This is an optimization exercise on Yosys and OpenROAD, whose aim is small area and a short achievable clock period, not a production implementation.
At most, simulation tests tie the RTL to the original design; equivalence was not proved.
Power is estimated from default activity; no workload was simulated.

==> inputs of xenon <==
## running_average
module running_average #(
  parameter N = 4,
  parameter DATAWIDTH = 32
)(
  input   wire        clk,
  input   wire        reset,
  input   wire [DATAWIDTH -1 : 0] data_i,
  output  wire [DATAWIDTH -1 : 0] average_o
);
reg  [31:0] s1, s2, s3;
wire [31:0] s3_n;
wire [29:0] avg;
ra_add_out u_out (.a(data_i), .b(s3), .r(reset), .y(avg));
ra_add_nxt u_nxt (.a(s1), .b(s2), .c(data_i), .y(s3_n));
always_ff @(posedge clk or posedge reset) begin
  if (reset) begin
    s1 <= '0;
    s2 <= '0;
    s3 <= '0;
  end else begin
    s1 <= data_i;
    s2 <= s1;
    s3 <= s3_n;
  end
end
assign average_o = {2'b00, avg};
endmodule
==> flow/config.mk <==
export PLATFORM = sky130hd
export DESIGN_NAME = running_average
export DESIGN_NICKNAME = running_average
export VERILOG_FILES = /design/flow/design.v
export SDC_FILE = /design/flow/constraint.sdc
export NUM_CORES = 4
export LEC_CHECK = 0
export CAP_MARGIN = 0
export CORE_MARGIN = 2
export CORE_UTILIZATION = 75
export CTS_BUF_LIST = sky130_fd_sc_hd__clkbuf_4 sky130_fd_sc_hd__clkbuf_8
export SETUP_SLACK_MARGIN = 2.5
export SLEW_MARGIN = 0
export SYNTH_HIERARCHICAL = 1
==> flow/constraint.sdc <==
create_clock -name core_clock -period 7.0 [get_ports {clk}]
set_input_delay 1.4000 -clock core_clock [delete_from_list [all_inputs] [get_ports {clk}]]
set_output_delay 1.4000 -clock core_clock [all_outputs]
set_load 0.01 [all_outputs]
standard.sh (not shown) runs the stock make flow with config.mk's settings and CLKGATE_MAP_FILE= SYNTH_SCRIPT=/design/flow/synth_recipe.tcl, a recipe that flattens the netlist after the stock synthesis.
==> flow/flow/run.sh <==
#!/bin/bash
set -euo pipefail
here=$(pwd)
DU_DEFAULT=$(cat flow/default_dont_use.txt)
DU_BIG=$(cat flow/big_cells.txt)
bash standard.sh DONT_USE_CELLS="$DU_DEFAULT $DU_BIG" synth > "$here/synth.log" 2>&1
args=()
if [[ -f flow/pnr_args.txt ]]; then
  while IFS= read -r line; do
    [[ -n "$line" && "$line" != \#* ]] && args+=("$line")
  done < flow/pnr_args.txt
fi
bash standard.sh "${args[@]}" finish > "$here/pnr.log" 2>&1
==> flow/flow/pnr_args.txt <==
BUFFER_PORTS_ARGS=-buffer_cell sky130_fd_sc_hd__buf_1
Other scripts of this flow, unchanged in this note and not shown: flow/flow/big_cells.txt, flow/flow/default_dont_use.txt
==> yarrow: changes against xenon <==
==> flow/flow/pnr_args.txt (replaced) <==
BUFFER_PORTS_ARGS=-buffer_cell sky130_fd_sc_hd__buf_1
RECOVER_POWER=100
--- a/flow/config.mk
+++ b/flow/config.mk
@@ -8,5 +8,5 @@
 export CAP_MARGIN = 0
 export CORE_MARGIN = 2
-export CORE_UTILIZATION = 75
+export CORE_UTILIZATION = 60
 export CTS_BUF_LIST = sky130_fd_sc_hd__clkbuf_4 sky130_fd_sc_hd__clkbuf_8
 export SETUP_SLACK_MARGIN = 2.5
==> run_results.csv <==
group,metric,value,unit
timing,drv_slew,69,
final_layout,final_util,70.1,%
critical_path,endpoint,"s3[30]$_DFF_PP0_",
status,failed_checks,"capacitance limit, slew limit",
run,cap_violations,3,
critical_path,startpoint,"data_i[1]",
status,status,"finished with violations",
clock_network,cts_setup_buffers,0,
power,finalPower,0.00222,W
That was yarrow.
==> run_results.csv <==
group,metric,value,unit
status,status,"timing/DRC/antenna clean",
final_layout,final_util,88.7,%
run,cap_violations,0,
final_layout,postLayoutCellArea,6360,um2
critical_path,endpoint,"average_o[9]",
hold_path,min_from,"s1[24]$_DFF_PP0_",
timing,setup_viol,0,
critical_path,startpoint,"data_i[2]",
final_layout,layout.nets,743,
power,finalPower,0.00226,W
timing,drv_slew,0,
That was xenon.

========
==> run a: inputs <==
Starting RTL as in the previous note.
==> flow/design.v (excerpt) <==
module running_average #(
  parameter N = 4,
  parameter DATAWIDTH = 32
)(
  input   wire        clk,
  input   wire        reset,
  input   wire [DATAWIDTH -1 : 0] data_i,
  output  wire [DATAWIDTH -1 : 0] average_o
);
reg  [31:0] s1, s2, s3;
wire [31:0] s3_n;
wire [29:0] avg;
ra_add_out u_out (.a(data_i), .b(s3), .r(reset), .y(avg));
ra_add_nxt u_nxt (.a(s1), .b(s2), .c(data_i), .y(s3_n));
always_ff @(posedge clk or posedge reset) begin
  if (reset) begin
    s1 <= '0;
    s2 <= '0;
    s3 <= '0;
  end else begin
    s1 <= data_i;
    s2 <= s1;
    s3 <= s3_n;
  end
end
assign average_o = {2'b00, avg};
endmodule
Settings: LEC_CHECK=0, CAP_MARGIN=0, CORE_MARGIN=2, CORE_UTILIZATION=60, CTS_BUF_LIST=sky130_fd_sc_hd__clkbuf_4 sky130_fd_sc_hd__clkbuf_8, SETUP_SLACK_MARGIN=2.6, SLEW_MARGIN=0, SYNTH_HIERARCHICAL=1; clock period 7.0 ns.
Scripts as last shown in full above: flow/flow/run.sh
Other scripts of this flow, unchanged in this note and not shown: flow/flow/big_cells.txt, flow/flow/default_dont_use.txt, flow/flow/pnr_args.txt
==> run b: changes against run a <==
--- a/flow/config.mk
+++ b/flow/config.mk
@@ -10,5 +10,7 @@
 export CORE_UTILIZATION = 60
 export CTS_BUF_LIST = sky130_fd_sc_hd__clkbuf_4 sky130_fd_sc_hd__clkbuf_8
-export SETUP_SLACK_MARGIN = 2.6
+export CTS_CLUSTER_DIAMETER = 100
+export CTS_CLUSTER_SIZE = 32
+export SETUP_SLACK_MARGIN = 2.5
 export SLEW_MARGIN = 0
 export SYNTH_HIERARCHICAL = 1
==> summary of the runs <==
- Between run b and run a, the lower sequential share of layout area is in run a (gap 0.90 points).
- Synthesized area is the same in run a and run b.
- In synthesized cell count, run b and run a do not differ.
- Of run a and run b, run a has the higher sequential power (gap about 1%, measured against run b).
- Of run b and run a, run a has the higher worst setup slack (gap 0.084 ns).
- Against run a, the maximum frequency of run b is lower by about 2%.
- In via count, run b and run a hardly differ.
- Global-route usage: run b is lower than run a (0.33 points).
- In run a the non-clock buffer count is higher than in run b, by 5.
- In critical path depth, run b and run a do not differ.
==> figures <==
metric                                                                  run b                     run a
Outcome                                                        finished clean            finished clean
Metal3 WL                                                              498 um                    426 um
Post-route worst hold slack                                          0.413 ns                  0.412 ns
Critical path destination                                       average_o[25]             average_o[29]
Master of the slowest instance on the critical path  sky130_fd_sc_hd__a21oi_2  sky130_fd_sc_hd__o21ai_2
Fmax achieved                                                         225 MHz                   230 MHz
Total number of vias                                                     4319                      4312
Overall global routing resource usage                                   24.3%                     24.7%
Global-route wire length before repair                                19.1 mm                   19.4 mm
Met1 track demand over resource in global routing                       33.0%                     32.9%
Final critical-path share of the clock period                           63.4%                     62.2%
Number of buffers inserted by post-CTS setup repair                         0                         5
Post-route insts no fill                                                  791                       796
Power share of the sequential group                                     31.9%                     31.3%
Post-route met1 wirelength                                            5.12 mm                   5.26 mm
Via count of the first global-routing pass                               4266                      4346
Total leakage power                                                   2.67 nW                   2.75 nW
Aggregate routed wire length                                          11.6 mm                   11.8 mm
Share of the core filled with cells                                     70.5%                     72.2%
Global routing usage on met2                                            39.8%                     40.8%
Combinational cell power                                              1.14 mW                   1.20 mW

========
==> inputs of lagoon <==
Another version of the RTL of running_average (not shown whole).
clock: 7.0 ns
lec_check: 0
cap_margin: 0
core_margin: 2
core_utilization: 60
cts_buf_list: sky130_fd_sc_hd__clkbuf_4 sky130_fd_sc_hd__clkbuf_8
setup_slack_margin: 2.5
slew_margin: 0
synth_hierarchical: 1
Scripts as last shown in full above: flow/flow/run.sh
Other scripts of this flow, unchanged in this note and not shown: flow/flow/big_cells.txt, flow/flow/default_dont_use.txt, flow/flow/pnr_args.txt
==> harbor (differences from lagoon) <==
CORE_UTILIZATION = 50   (was 60)
==> violet (differences from lagoon) <==
SETUP_SLACK_MARGIN = 2.6   (was 2.5)
==> notes.md <==
quantity                                                                           harbor          violet          lagoon
GR Layer Usage met3                                                                0.0289          0.0411          0.0433
Critical path fanouts, max                                                              4               8               5
Switching fraction of total power                                                   0.405           0.407           0.422
Post-place instance area                                                        5830 um^2       5790 um^2       5790 um^2
Worst hold-check slack                                                           0.405 ns        0.405 ns        0.414 ns
Clock network area share                                                           0.0358          0.0344          0.0304
Post-CTS setup buffer count                                                             2               6               2
Power Clock                                                                        407 uW          402 uW          350 uW
Cell depth of the worst setup path                                                     10              11              11
Power share of the combinational group                                              0.498           0.516           0.511
Result of the run                                                          finished clean  finished clean  finished clean
Dpl cells                                                                             712             683             684
Slowest stage delay, CP                                                           0.28 ns         0.20 ns         0.25 ns
Number of search-and-repair iterations in the first detailed-routing pass               4               5               4
Wire length of the first global-routing pass                                     17900 um        17500 um        17200 um
Pin count of the biggest net entering global routing                                   50              51              53
Vias in the first global route                                                       3938            3941            3866
Buf/Inv on CP                                                                           2               3               3
Switching Power                                                                    914 uW          950 uW          929 uW
Met1 usage in global routing                                                        0.265           0.295           0.298
Time the final worst path needs with I/O delays and setup                         4.45 ns         4.36 ns         4.47 ns
Final setup skew                                                               0.00861 ns      0.00989 ns       0.0111 ns

========
==> v31 <==
Starting RTL as in the previous note.
export LEC_CHECK = 0
export CAP_MARGIN = 0
export CORE_MARGIN = 2
export CORE_UTILIZATION = 60
export CTS_BUF_LIST = sky130_fd_sc_hd__clkbuf_4 sky130_fd_sc_hd__clkbuf_8
export SETUP_SLACK_MARGIN = 2.5
export SLEW_MARGIN = 0
export SYNTH_HIERARCHICAL = 1
export TNS_END_PERCENT = 20
create_clock -name core_clock -period 7.0 [get_ports {clk}]
Scripts as last shown in full above: flow/flow/run.sh
Other scripts of this flow, unchanged in this note and not shown: flow/flow/big_cells.txt, flow/flow/default_dont_use.txt, flow/flow/pnr_args.txt
==> inputs of v35, as changes to v31 <==
--- a/flow/design.v
+++ b/flow/design.v
@@ -221,14 +221,18 @@
   wire n217;
   wire n219;
   wire n221;
   wire n223;
   wire n225;
   wire n227;
   wire n228;
+  wire n107_d1;
+  wire n116_d1;
+  wire n125_d1;
+  wire n125_d2;
   ra_nand2 g1 (.a(a[0]), .b(b[0]), .y(n1));
   ra_nor2 g2 (.a(a[0]), .b(b[0]), .y(n2));
   ra_nand2 g3 (.a(a[1]), .b(b[1]), .y(n3));
   ra_nor2 g4 (.a(a[1]), .b(b[1]), .y(n4));
   ra_nand2 g5 (.a(a[2]), .b(b[2]), .y(n5));
   ra_nor2 g6 (.a(a[2]), .b(b[2]), .y(n6));
   ra_nand2 g7 (.a(a[3]), .b(b[3]), .y(n7));
@@ -343,46 +347,46 @@
   ra_oai21 g116 (.a1(n102), .a2(n99), .b1(n101), .y(n116));
   ra_nor2 g117 (.a(n102), .b(n100), .y(n117));
   ra_inv g118 (.a(n91), .y(n118));
   ra_o21bai g119 (.a1(n118), .a2(n103), .b1n(n90), .y(n119));
   ra_nor2b g120 (.a(n104), .bn(n91), .y(n120));
   ra_aoi21 g121 (.a1(n71), .a2(n107), .b1(n70), .y(n121));
   ra_inv g122 (.a(n96), .y(n122));
-  ra_a21boi g123 (.a1(n122), .a2(n107), .b1n(n95), .y(n123));
+  ra_a21boi g123 (.a1(n122), .a2(n107_d1), .b1n(n95), .y(n123));
   ra_aoi21 g124 (.a1(n110), .a2(n107), .b1(n109), .y(n124));
-  ra_aoi21 g125 (.a1(n112), .a2(n107), .b1(n111), .y(n125));
+  ra_aoi21 g125 (.a1(n112), .a2(n107_d1), .b1(n111), .y(n125));
   ra_aoi21 g126 (.a1(n87), .a2(n116), .b1(n86), .y(n126));
   ra_nand2 g127 (.a(n87), .b(n117), .y(n127));
   ra_inv g128 (.a(n104), .y(n128));
-  ra_a21boi g129 (.a1(n128), .a2(n116), .b1n(n103), .y(n129));
+  ra_a21boi g129 (.a1(n128), .a2(n116_d1), .b1n(n103), .y(n129));
   ra_nor2b g130 (.a(n104), .bn(n117), .y(n130));
   ra_aoi21 g131 (.a1(n120), .a2(n116), .b1(n119), .y(n131));
   ra_nand2 g132 (.a(n120), .b(n117), .y(n132));
   ra_inv g133 (.a(n79), .y(n133));
   ra_o21bai g134 (.a1(n133), .a2(n125), .b1n(n78), .y(n134));
-  ra_oai21 g135 (.a1(n100), .a2(n125), .b1(n99), .y(n135));
+  ra_oai21 g135 (.a1(n100), .a2(n125_d1), .b1(n99), .y(n135));
   ra_inv g136 (.a(n115), .y(n136));
-  ra_o21bai g137 (.a1(n136), .a2(n125), .b1n(n114), .y(n137));
+  ra_o21bai g137 (.a1(n136), .a2(n125_d2), .b1n(n114), .y(n137));
   ra_inv g138 (.a(n117), .y(n138));
-  ra_o21bai g139 (.a1(n138), .a2(n125), .b1n(n116), .y(n139));
-  ra_oai21 g140 (.a1(n127), .a2(n125), .b1(n126), .y(n140));
+  ra_o21bai g139 (.a1(n138), .a2(n125), .b1n(n116_d1), .y(n139));
+  ra_oai21 g140 (.a1(n127), .a2(n125_d1), .b1(n126), .y(n140));
   ra_inv g141 (.a(n130), .y(n141));
-  ra_oai21 g142 (.a1(n141), .a2(n125), .b1(n129), .y(n142));
+  ra_oai21 g142 (.a1(n141), .a2(n125_d2), .b1(n129), .y(n142));
   ra_oai21 g143 (.a1(n132), .a2(n125), .b1(n131), .y(n143));
   ra_inv g144 (.a(n6), .y(n144));
   ra_a21boi g145 (.a1(n144), .a2(n63), .b1n(n5), .y(n145));
   ra_oai21 g146 (.a1(n10), .a2(n92), .b1(n9), .y(n146));
   ra_inv g147 (.a(n14), .y(n147));
   ra_a21boi g148 (.a1(n147), .a2(n106), .b1n(n13), .y(n148));
   ra_inv g149 (.a(n18), .y(n149));
   ra_a21boi g150 (.a1(n149), .a2(n107), .b1n(n17), .y(n150));
   ra_oai21 g151 (.a1(n22), .a2(n121), .b1(n21), .y(n151));
   ra_oai21 g152 (.a1(n26), .a2(n123), .b1(n25), .y(n152));
   ra_oai21 g153 (.a1(n30), .a2(n124), .b1(n29), .y(n153));
-  ra_oai21 g154 (.a1(n34), .a2(n125), .b1(n33), .y(n154));
+  ra_oai21 g154 (.a1(n34), .a2(n125_d1), .b1(n33), .y(n154));
   ra_inv g155 (.a(n38), .y(n155));
   ra_a21boi g156 (.a1(n155), .a2(n134), .b1n(n37), .y(n156));
   ra_inv g157 (.a(n42), .y(n157));
   ra_a21boi g158 (.a1(n157), .a2(n135), .b1n(n41), .y(n158));
   ra_inv g159 (.a(n46), .y(n159));
   ra_a21boi g160 (.a1(n159), .a2(n137), .b1n(n45), .y(n160));
   ra_inv g161 (.a(n50), .y(n161));
@@ -450,14 +454,18 @@
   ra_nor3b g223 (.a(n60), .b(r), .cn(n59), .y(n223));
   ra_xnor2 g224 (.a(n223), .b(n166), .y(y[27]));
   ra_nor3b g225 (.a(n62), .b(r), .cn(n61), .y(n225));
   ra_xor2 g226 (.a(n225), .b(n143), .y(y[28]));
   ra_xnor2 g227 (.a(a[31]), .b(b[31]), .y(n227));
   ra_nor2 g228 (.a(n227), .b(r), .y(n228));
   ra_xnor2 g229 (.a(n228), .b(n168), .y(y[29]));
+  ra_oai21 g230 (.a1(n94), .a2(n92), .b1(n93), .y(n107_d1));
+  ra_oai21 g231 (.a1(n102), .a2(n99), .b1(n101), .y(n116_d1));
+  ra_aoi21 g232 (.a1(n112), .a2(n107), .b1(n111), .y(n125_d1));
+  ra_aoi21 g233 (.a1(n112), .a2(n107), .b1(n111), .y(n125_d2));
 endmodule
 module ra_add_nxt (input wire [31:0] a, input wire [31:0] b, input wire [31:0] c, output wire [31:0] y);
   wire [31:0] fs;
   wire [32:0] fc;
   wire hs1;
   wire hc1;
   wire hs2;
--- a/flow/config.mk
+++ b/flow/config.mk
@@ -8,8 +8,7 @@
 export CAP_MARGIN = 0
 export CORE_MARGIN = 2
 export CORE_UTILIZATION = 60
 export CTS_BUF_LIST = sky130_fd_sc_hd__clkbuf_4 sky130_fd_sc_hd__clkbuf_8
 export SETUP_SLACK_MARGIN = 2.5
 export SLEW_MARGIN = 0
 export SYNTH_HIERARCHICAL = 1
-export TNS_END_PERCENT = 20
==> metrics.yaml <==
outcome:
  status: "timing/DRC/antenna clean"
worst_hold_path:
  hold-path-endpoint: "s2[9]$_DFF_PP0_"
  hp-start: "s1[9]$_DFF_PP0_"
floorplan:
  die_height_um: 99.2
layout:
  nFillCells: 668
  final_cells: 707
  utilization: 0.716
power_and_ir_drop:
  leakage_uw: 0.00275
placement:
  place_congestion: 0.847
  dp_hpwl_um: 7990
timing:
  fin_crit_sh: 0.637
critical_path:
  worst-endpoint-arrival_ps: 3060
  critPathSlowestCell: "o21ai_4"
  r2r_slack_ps: 3630
grt:
  grt_start_max_net_pins: 57
[end of results for v35]
==> metrics.yaml <==
critical_path:
  r2r_slack_ps: 3620
  critPathSlowestCell: "a21oi_2"
timing:
  fin_crit_sh: 0.642
power_and_ir_drop:
  leakage_uw: 0.00272
grt:
  grt_start_max_net_pins: 53
worst_hold_path:
  hp-start: "s1[19]$_DFF_PP0_"
layout:
  final_cells: 705
placement:
  place_congestion: 0.807
outcome:
  status: "timing/DRC/antenna clean"
[end of results for v31]
Only the layout flow was run in v35; the RTL was not checked for function there.

afterwards: timing with drivers on the ports:
Ports are ideal in the flow. The routed layouts listed here were re-timed in OpenROAD. Step 1: set_driving_cell puts a clkbuf_16 on clk and a buf_2 on each other input, an assumption about the parent block. Step 2 also shifts input and output timing later by t, the mid clock arrival at the registers, as if the neighbouring blocks saw the same clock. a / b / c = ideal ports / drivers / drivers and shift; a / b = the first two.
run	shift t [ns]	setup slack, ns	worst hold slack (ns)
xenon	0.402	2.470 / 2.439 / 2.350	0.406 / 0.406 / 0.406
yarrow	0.391	2.234 / 2.245 / 1.854	0.413 / 0.413 / 0.413
run a	0.392	2.648 / 2.624 / 2.438	0.412 / 0.412 / 0.412
run b	0.394	2.564 / 2.538 / 2.343	0.413 / 0.413 / 0.413
lagoon	0.397	2.534 / 2.510 / 2.470	0.414 / 0.414 / 0.414
harbor	0.386	2.554 / 2.533 / 2.533	0.405 / 0.405 / 0.405
violet	0.382	2.637 / 2.601 / 2.457	0.405 / 0.405 / 0.405
v31	0.397	2.503 / 2.481 / 2.468	0.414 / 0.414 / 0.414
v35	0.385	2.544 / 2.517 / 2.478	0.413 / 0.413 / 0.413
The setup slack of yarrow, which loses most, moves by +0.011 ns with the drivers and by -0.380 ns with both steps.
